Background: an optimization exercise with open tools, aiming at small area. Do not read the settings as production practice. The RTL was checked by simulation tests, not by an equivalence proof against the original design.

==> flow/design.v <==
`timescale 1ns / 1ps
module CORDIC_Top (
        input clk,
        input rst,
        input [16:0] x_i,
        input [16:0] y_i,
        input [16:0] theta_i,
        output [16:0] x_o,
        output [16:0] y_o,
        output [16:0] theta_o
    );
    localparam ITERATIONS = 16;
    function [16:0] tanangle;
        input [3:0] i;
        begin
            case (i)
                4'b0000: tanangle = 17'd25736;  
                4'b0001: tanangle = 17'd15193;  
                4'b0010: tanangle = 17'd8027;  
                4'b0011: tanangle = 17'd4075;  
                4'b0100: tanangle = 17'd2045;  
                4'b0101: tanangle = 17'd1024;  
                4'b0110: tanangle = 17'd512;  
                4'b0111: tanangle = 17'd256;  
                4'b1000: tanangle = 17'd128;  
                4'b1001: tanangle = 17'd64;  
                4'b1010: tanangle = 17'd32;  
                4'b1011: tanangle = 17'd16;  
                4'b1100: tanangle = 17'd8;  
                4'b1101: tanangle = 17'd4;  
                4'b1110: tanangle = 17'd2;  
                default: tanangle = 17'd1;  
            endcase
        end
    endfunction
    reg signed [16:0] x [ITERATIONS:1];
    reg signed [16:0] y [ITERATIONS:1];
    reg signed [16:0] z [ITERATIONS:1];
    wire signed [16:0] x_in [ITERATIONS-1:0];
    wire signed [16:0] y_in [ITERATIONS-1:0];
    wire signed [16:0] z_in [ITERATIONS-1:0];
    assign x_in[0] = x_i;
    assign y_in[0] = y_i;
    assign z_in[0] = theta_i;
    genvar gi;
    generate
        for (gi = 1; gi < ITERATIONS; gi = gi + 1) begin: link_genloop
            assign x_in[gi] = x[gi];
            assign y_in[gi] = y[gi];
            assign z_in[gi] = z[gi];
        end
        for (gi = 0; gi < ITERATIONS; gi = gi + 1) begin: stage_genloop
            wire signed [16:0] x_sh = x_in[gi] >>> gi;
            wire signed [16:0] y_sh = y_in[gi] >>> gi;
            wire neg = z_in[gi][16];
            always @(posedge clk or posedge rst) begin
                if (rst) begin
                    x[gi+1] <= 0;
                    y[gi+1] <= 0;
                    z[gi+1] <= 0;
                end
                else begin
                    if (neg) begin
                        x[gi+1] <= x_in[gi] + y_sh;
                        y[gi+1] <= y_in[gi] - x_sh;
                        z[gi+1] <= z_in[gi] + tanangle(gi);
                    end
                    else begin
                        x[gi+1] <= x_in[gi] - y_sh;
                        y[gi+1] <= y_in[gi] + x_sh;
                        z[gi+1] <= z_in[gi] - tanangle(gi);
                    end
                end
            end
        end
    endgenerate
    assign x_o = x[ITERATIONS];
    assign y_o = y[ITERATIONS];
    assign theta_o = z[ITERATIONS];
endmodule
`timescale 1ns / 1ps
module sin_cos (
        input clk,
        input rstn,
        input signed [17:0] theta_tdata,
        input theta_tvalid,
        output [17*2-1:0] sin_cos_tdata,
        output sin_cos_tvalid
    );
    localparam ITERATION = 17;
    localparam FARCTIONAL_BITS = 15;
    localparam FARCTIONAL_SHIFT = (2 ** FARCTIONAL_BITS);
    localparam [16:0] x_i = 19898;  
    localparam [16:0] y_i = 0;
    localparam signed [17:0] PI_BY_2 = 51471;  
    localparam signed [17:0] PI = 102943;  
    reg [ITERATION-1:0] tvalid_delay;
    wire signed [16:0] sin_o;
    wire signed [16:0] cos_o;
    reg [ITERATION-1:0] quadrant;
    reg [16:0] cordic_core_thera_in;
    assign sin_cos_tvalid = tvalid_delay[ITERATION-1];
    assign sin_cos_tdata = {sin_o, quadrant[ITERATION-1] ? -cos_o : cos_o};
    always @(posedge clk or negedge rstn) begin
        if (!rstn) begin
            tvalid_delay <= 0;
            cordic_core_thera_in <= 0;
            quadrant <= 0;
        end
        else begin
            tvalid_delay <= tvalid_delay << 1 | theta_tvalid;
            if (theta_tvalid) begin
                if (theta_tdata > PI_BY_2) begin
                    cordic_core_thera_in <= -theta_tdata + PI;
                    quadrant <= quadrant << 1 | 1'b1;
                end
                else if (theta_tdata < -PI_BY_2) begin
                    cordic_core_thera_in <= -theta_tdata - PI;
                    quadrant <= quadrant << 1 | 1'b1;
                end
                else begin
                    cordic_core_thera_in <= theta_tdata;
                    quadrant <= quadrant << 1;
                end
            end else begin
                cordic_core_thera_in <= 0;
                quadrant <= quadrant << 1;
            end
        end
    end
    CORDIC_Top cordic_core (
                   .clk(clk),   
                   .rst(~rstn),   
                   .x_i(x_i),   
                   .y_i(y_i),   
                   .theta_i(cordic_core_thera_in),   
                   .x_o(cos_o),   
                   .y_o(sin_o)   
               );
endmodule
`timescale 1ns / 1ps
module SVPWM #(
        parameter integer PWM_WIDTH = 16
    ) (
        input clk,
        input rstn,
        input [PWM_WIDTH*2-1:0] alpha_beat_tdata,
        input alpha_beat_tvalid,
        output [PWM_WIDTH*3-1:0] pwm_out_tdata,
        output pwm_out_tvalid
    );
    localparam signed [PWM_WIDTH/2+1:0] SQRT3_BY_2 = 221;  
    reg signed [PWM_WIDTH:0] alpha_tmp;
    reg signed [PWM_WIDTH:0] va[2:0];
    reg signed [PWM_WIDTH:0] vb[2:0];
    reg signed [PWM_WIDTH:0] vc[2:0];
    reg signed [PWM_WIDTH:0] mux;
    reg signed [PWM_WIDTH:0] vmax;
    reg signed [PWM_WIDTH:0] vmin;
    reg signed [PWM_WIDTH:0] vcom;
    reg [PWM_WIDTH-1:0] pwm_u;
    reg [PWM_WIDTH-1:0] pwm_v;
    reg [PWM_WIDTH-1:0] pwm_w;
    reg [4:0] valid_delay;
    wire signed [PWM_WIDTH:0] alpha = {
             alpha_beat_tdata[PWM_WIDTH*2-1], alpha_beat_tdata[PWM_WIDTH*2-1:PWM_WIDTH]
         };
    wire signed [PWM_WIDTH/2-1:0] beta = {alpha_beat_tdata[PWM_WIDTH-1:PWM_WIDTH/2]};
    assign pwm_out_tdata  = {pwm_u, pwm_v, pwm_w};
    assign pwm_out_tvalid = valid_delay[4];
    function signed [PWM_WIDTH:0] MAX;
        input signed [PWM_WIDTH:0] a;
        input signed [PWM_WIDTH:0] b;
        begin
            if (a > b)
                MAX = a;
            else
                MAX = b;
        end
    endfunction
    function signed [PWM_WIDTH:0] MIN;
        input signed [PWM_WIDTH:0] a;
        input signed [PWM_WIDTH:0] b;
        begin
            if (a < b)
                MIN = a;
            else
                MIN = b;
        end
    endfunction
    always @(posedge clk) begin
        if (!rstn) begin
            alpha_tmp <= 0;
            va[0] <= 0;
            vb[0] <= 0;
            vc[0] <= 0;
            va[1] <= 0;
            vb[1] <= 0;
            vc[1] <= 0;
            va[2] <= 0;
            vb[2] <= 0;
            vc[2] <= 0;
            mux <= 0;
            vmax <= 0;
            vmin <= 0;
            vcom <= 0;
            pwm_u <= 0;
            pwm_v <= 0;
            pwm_w <= 0;
            valid_delay <= 0;
        end
        else begin
            valid_delay <= valid_delay << 1 | alpha_beat_tvalid;
            mux <= beta * SQRT3_BY_2;
            alpha_tmp <= alpha;
            va[0] <= alpha_tmp;
            vb[0] <= -alpha_tmp / $signed(3'd2) + mux;
            vc[0] <= -alpha_tmp / $signed(3'd2) - mux;
            vmax <= MAX(va[0], MAX(vb[0], vc[0]));
            vmin <= MIN(va[0], MIN(vb[0], vc[0]));
            va[1] <= va[0] * $signed(3'd2);
            vb[1] <= vb[0] * $signed(3'd2);
            vc[1] <= vc[0] * $signed(3'd2);
            vcom <= vmax + vmin;
            va[2] <= va[1] + (2'd2 ** (PWM_WIDTH - 1));
            vb[2] <= vb[1] + (2'd2 ** (PWM_WIDTH - 1));
            vc[2] <= vc[1] + (2'd2 ** (PWM_WIDTH - 1));
            pwm_u <= vcom - va[2];
            pwm_v <= vcom - vb[2];
            pwm_w <= vcom - vc[2];
        end
    end
endmodule
`timescale 1ns / 1ps
module PWM_Conv #(
        parameter integer PWM_CHANNEL_NUM = 3,
        parameter integer PWM_WIDTH = 16,
        parameter [PWM_WIDTH-1:0] PWM_RELOAD = 5000
    ) (
        input clk,
        input rstn,
        input [PWM_CHANNEL_NUM*PWM_WIDTH-1:0] axis_tdata,
        input axis_tvalid,
        output [PWM_CHANNEL_NUM*PWM_WIDTH-1:0] comp1,
        output [PWM_CHANNEL_NUM*PWM_WIDTH-1:0] comp2
    );
    localparam signed [PWM_WIDTH-1:0] RESIZE =  PWM_RELOAD / 4;  
    integer i;
    function [PWM_WIDTH-1:0] perunit_to_unsigned;
        input [PWM_WIDTH-1:0] D;
        begin
            perunit_to_unsigned = D * RESIZE / (2 ** (PWM_WIDTH - 1));
        end
    endfunction
    reg  [PWM_WIDTH-1:0] comp1_array[PWM_CHANNEL_NUM-1:0];
    reg  [PWM_WIDTH-1:0] comp2_array[PWM_CHANNEL_NUM-1:0];
    wire [PWM_WIDTH-1:0] pwm_array  [PWM_CHANNEL_NUM-1:0];
    genvar gi;
    generate
        for (gi = 0; gi < PWM_CHANNEL_NUM; gi = gi + 1) begin: comp_genloop
            assign pwm_array[gi] = perunit_to_unsigned(axis_tdata[(gi+1)*PWM_WIDTH-1:gi*PWM_WIDTH]);
            assign comp1[(gi+1)*PWM_WIDTH-1:gi*PWM_WIDTH] = comp1_array[gi];
            assign comp2[(gi+1)*PWM_WIDTH-1:gi*PWM_WIDTH] = comp2_array[gi];
        end
    endgenerate
    always @(posedge clk) begin
        if (!rstn) begin
            for (i = 0; i < PWM_CHANNEL_NUM; i = i + 1) begin
                comp1_array[i] <= 0;
                comp2_array[i] <= 0;
            end
        end
        else begin
            if (axis_tvalid) begin
                for (i = 0; i < PWM_CHANNEL_NUM; i = i + 1) begin
                    comp1_array[i] <= (PWM_RELOAD / $signed(3'd2)) - pwm_array[i];  
                    comp2_array[i] <= (PWM_RELOAD / $signed(3'd2)) + pwm_array[i];  
                end
            end
        end
    end
endmodule
`timescale 1ns / 1ps
module foc_svpwm (
        input clk,
        input rst,
        input [17:0] theta,
        input theta_valid,
        output [47:0] comp1,
        output [47:0] comp2,
        output comp_valid
    );
    wire rstn = ~rst;
    wire [33:0] sin_cos_tdata;
    wire sin_cos_tvalid;
    wire [47:0] pwm_out_tdata;
    wire pwm_out_tvalid;
    reg comp_valid_reg;
    sin_cos sin_cos_i (
                .clk(clk),
                .rstn(rstn),
                .theta_tdata(theta),
                .theta_tvalid(theta_valid),
                .sin_cos_tdata(sin_cos_tdata),
                .sin_cos_tvalid(sin_cos_tvalid)
            );
    wire [15:0] alpha = sin_cos_tdata[33:33-15];
    wire [15:0] beat = sin_cos_tdata[16:1];
    wire alpha_beat_tvalid = sin_cos_tvalid;
    SVPWM svpwm(
              .clk(clk),
              .rstn(rstn),
              .alpha_beat_tdata({alpha, beat}),
              .alpha_beat_tvalid(alpha_beat_tvalid),
              .pwm_out_tdata(pwm_out_tdata),
              .pwm_out_tvalid(pwm_out_tvalid)
          );
    PWM_Conv #(
                 .PWM_CHANNEL_NUM(3),
                 .PWM_WIDTH(16),
                 .PWM_RELOAD(4999)  
             ) pwm_conv_0 (
                 .clk(clk),
                 .rstn(rstn),
                 .axis_tdata(pwm_out_tdata),
                 .axis_tvalid(pwm_out_tvalid),
                 .comp1(comp1),
                 .comp2(comp2)
             );
    always @(posedge clk) begin
        if (!rstn)
            comp_valid_reg <= 0;
        else
            comp_valid_reg <= pwm_out_tvalid;
    end
    assign comp_valid = comp_valid_reg;
endmodule
==> flow/run.sh <==
#!/bin/bash
# synth_recipe.tcl (not shown) runs the flow's synth.tcl, then flattens the netlist and writes it again
# the make line also repeats each setting of config.mk as NAME=value (left out here)
make -C /OpenROAD-flow-scripts/flow DESIGN_CONFIG=/design/flow/config.mk WORK_HOME=/design/flow/orfs CLKGATE_MAP_FILE= SYNTH_SCRIPT=/design/flow/synth_recipe.tcl finish
==> flow/config.mk <==
export PLATFORM = sky130hd
export DESIGN_NAME = foc_svpwm
export DESIGN_NICKNAME = foc_svpwm
export VERILOG_FILES = /design/flow/design.v
export SDC_FILE = /design/flow/constraint.sdc
export NUM_CORES = 4
export LEC_CHECK = 0
export CAP_MARGIN = 20
export CORE_MARGIN = 2
export CORE_UTILIZATION = 40
export SLEW_MARGIN = 20
==> flow/constraint.sdc <==
create_clock -name core_clock -period 10.0 [get_ports {clk}]
set_input_delay 2.0000 -clock core_clock [delete_from_list [all_inputs] [get_ports {clk}]]
set_output_delay 2.0000 -clock core_clock [all_outputs]
set_load 0.01 [all_outputs]
==> impl_metrics.ini <==
[logic_synthesis]
synthArstFlopShare = 0.6969
yosysTopAreaCellShare = 0.2495
syn-instance-count = 8452
synth_warnings = 13
synth_edf_count = 0
ys_ff_latch = 1135
yosysSeqAreaShare = 0.3363
ys_top_cells_by_area = dfrtp_1, ha_1, dfxtp_1
syn_area_per_cell_um2 = 9.387
yosysTopAreaCell = dfrtp_1
syn_area_mm2 = 0.07934
ys.flop_type = dfrtp_1
ys_types = 111

[placed_design]
port_buffers = 108
dp_cells = 11040
hpwl_um = 141700
place_ws_ns = 3.515
gp_congestion = 0.8563

[sta]
max_freq_ghz = 0.1541
finClkSkew_ns = 0.04657
fin_tns_setup_ns = 0
slew_violations = 0
tightest_slew_ns = 1.120
final-setup-viol-count = 0
fin_crit_ns = 6.491
worst_slack_ns = 3.509
rsz0062_at_grt = no
max_slew_margin = 0.2533
hold_viol_final = 0
post-route-period-util = 0.6491
whs_ns = 0.3104

[worst_setup_path]
cp_data_arrival_time_ns = 7.10
crit_type = reg -> reg
crit_required_ns = 10.61
worst_setup_path_end_kind = flop
critical_path_peak_fanout = 4
critPathLaunchType = flop

[cells_and_area]
fin_util = 0.4447
top_register = sin_cos_i.cordic_core.y
layout.cells.non_filler = 11290
largestRegisters = sin_cos_i.cordic_core.y x256, sin_cos_i.cordic_core.x x255, sin_cos_i.cordic_core.z x229
layout_common_cells = ha_1, inv_1, dfrtp_1
synthToLayoutAreaGrowth_pct = 10.54
largest_reg_flops = 256
nFillCells = 18910
final_nets = 9820
drive_above_1_share = 0.04107
final_common_cell = ha_1

[clocking]
post_cts_buffers = 0
worstSkewPairLatency_ns = 0.78
cts_max_level = 4
clk_root_buffer_cell = clkbuf_16
ctsHoldBuffers = 0
clk_pin_slew_ns = 0.06
cts_tree = built
cts.sinks = 1135
clk_path_buf_depth = 3
ctsResizeCount = 0
cts_buffers = 135

[grt]
grt_max_degree = 183
grt_pass1_wl_um = 298500
antenna_found_initial = 4
grt_pass1_vias = 58860
gr-total-overflow = 0
grt_use_total = 0.1782

[route]
wl_per_cell_um = 15.96
detail-route-antenna-nets = 0
vias_per_cell = 5.191
vias = 58580
drt_iter0_markers = 2903
finalWirelength_um = 180100
drc = 0
detail_route.first_pass.iterations = 6

[die]
coreArea_mm2 = 0.1972
die_y_um = 449.4
io-pin-count = 118
core.rowCount = 163
initial_utilization = 0.4023
dieArea_mm2 = 0.2019
die_w_um = 449.4

[run_status]
status = complete, no violations

[hold_path]
hp-class = reg -> reg

[job]
maxCapViolCount = 0
routing by layer:
metal | vias up | track usage | part of all wire
met4 | 6 | 0.07292 | 0.041
met5 | - | 0 | 0.00017
li1 | 29350 | - | -
met3 | 357 | 0.02513 | 0.035
met1 | 27920 | 0.2292 | 0.45
met2 | 943 | 0.3000 | 0.47
layout make-up:
cell class	count	area (µm²)	area share
Antenna cell	1	2.502	0.00002853
Tap cell	2640	3303	0.03766
Multi-Input combinational cell	6202	48370	0.5516
Inverter	926	3480	0.03967
Clock inverter	54	698.2	0.007961
Timing Repair Buffer	134	1323	0.01508
Clock buffer	193	3840	0.04378
Sequential cell	1135	26680	0.3043
final timing paths:
kind                                                     startpoint                                  endpoint  slack, ns  cells after the start
setup / recovery           sin_cos_i.cordic_core.x[16][5]$_DFF_PP0_                  svpwm.mux[15]$_SDFF_PP0_       3.51                     23
min in group asynchronous                                       rst      sin_cos_i.tvalid_delay[16]$_DFF_PP0_       1.47                      2
setup reg to reg           sin_cos_i.cordic_core.x[16][5]$_DFF_PP0_                  svpwm.mux[15]$_SDFF_PP0_       3.51                     23
hold / removal                      sin_cos_i.quadrant[7]$_DFF_PP0_           sin_cos_i.quadrant[8]$_DFF_PP0_       0.31                      0
max in group asynchronous                                       rst  sin_cos_i.cordic_core.z[14][6]$_DFF_PP0_       6.47                      4
hold reg to reg                     sin_cos_i.quadrant[7]$_DFF_PP0_           sin_cos_i.quadrant[8]$_DFF_PP0_       0.31                      0
cells by family (layout without fill, tap and decap cells):
group | Yosys count | count (layout) | synth area share
adder cells (fa/ha/maj) | 1265 | 1265 | 0.2156
other | 2 | 11 | 0.00009465
XOR/XNOR | 925 | 925 | 0.1029
multiplexers | 98 | 98 | 0.01279
AND/OR/NAND/NOR | 2062 | 2062 | 0.1261
flip-flops | 1135 | 1135 | 0.3363
AO/OA/AOI/OAI | 1842 | 1842 | 0.1517
buffers and inverters | 1123 | 1307 | 0.05458
metrics by stage:
stage          area (µm²)
6_report            87700
5_1_grt             87700
4_1_cts             87690
3_5_place_dp        83150
3_3_place_gp        83150
2_1_floorplan       79370
Yosys cell counts, types with 46 or more instances:
master,count
o21ai_0,273
dfrtp_1,791
fa_1,170
nand2_1,304
nor3_1,264
mux2i_1,71
a31oi_1,51
xor2_1,281
nand3_1,231
a211oi_1,108
a21oi_1,625
nor2_1,699
o21a_1,66
nand2b_1,46
clkbuf_1,146
inv_1,919
ha_1,1095
a21boi_0,47
o41ai_1,47
dfxtp_1,344
o21bai_1,174
or3_1,52
xnor2_1,639
a21o_1,163
and3_1,79
nor2b_1,193
worst max-delay path, stage by stage, from the launching register on:
cell	delay [ns]
dfrtp_1	0.38
nor4_1	0.33
nand3_1	0.19
or3_1	0.38
o31ai_1	0.46
xnor2_1	0.29
inv_1	0.12
fa_1	0.56
inv_1	0.05
ha_1	0.27
inv_1	0.06
fa_1	0.50
fa_1	0.55
inv_1	0.04
ha_1	0.32
a21oi_1	0.21
o21bai_1	0.09
a21oi_1	0.23
o21bai_1	0.09
a21oi_1	0.21
o21bai_1	0.11
a2111oi_0	0.57
o21ai_0	0.16
nor3b_1	0.17

separate check: timing with driven ports:
How much do the figures lean on ideal ports? The routed layout below was timed once more, with nothing changed but the port constraints.
Step 1 assumes that a clkbuf_16 drives the clock port and a buf_2 every other input.
Step 2 moves the port delays by t, midway between the first and last clock arrival at a register: inputs arrive t later, outputs are due t later. That takes back most of the time a late clock gives input paths.
Three values: no drivers, after step 1, after step 2; two values: the first two.
t (ns): 0.838
slack for setup (ns): 3.509 / 3.509 / 3.509
latest minus earliest clock arrival (ns): 0.052 / 0.052
slew at the worst register clock pin (ns): 0.07 / 0.07
pins driven straight from the clock port: 1
After both steps setup and hold are still met in this run. For this run, drivers alone change the setup slack by 0.000 ns; drivers and shift together by 0.000 ns.
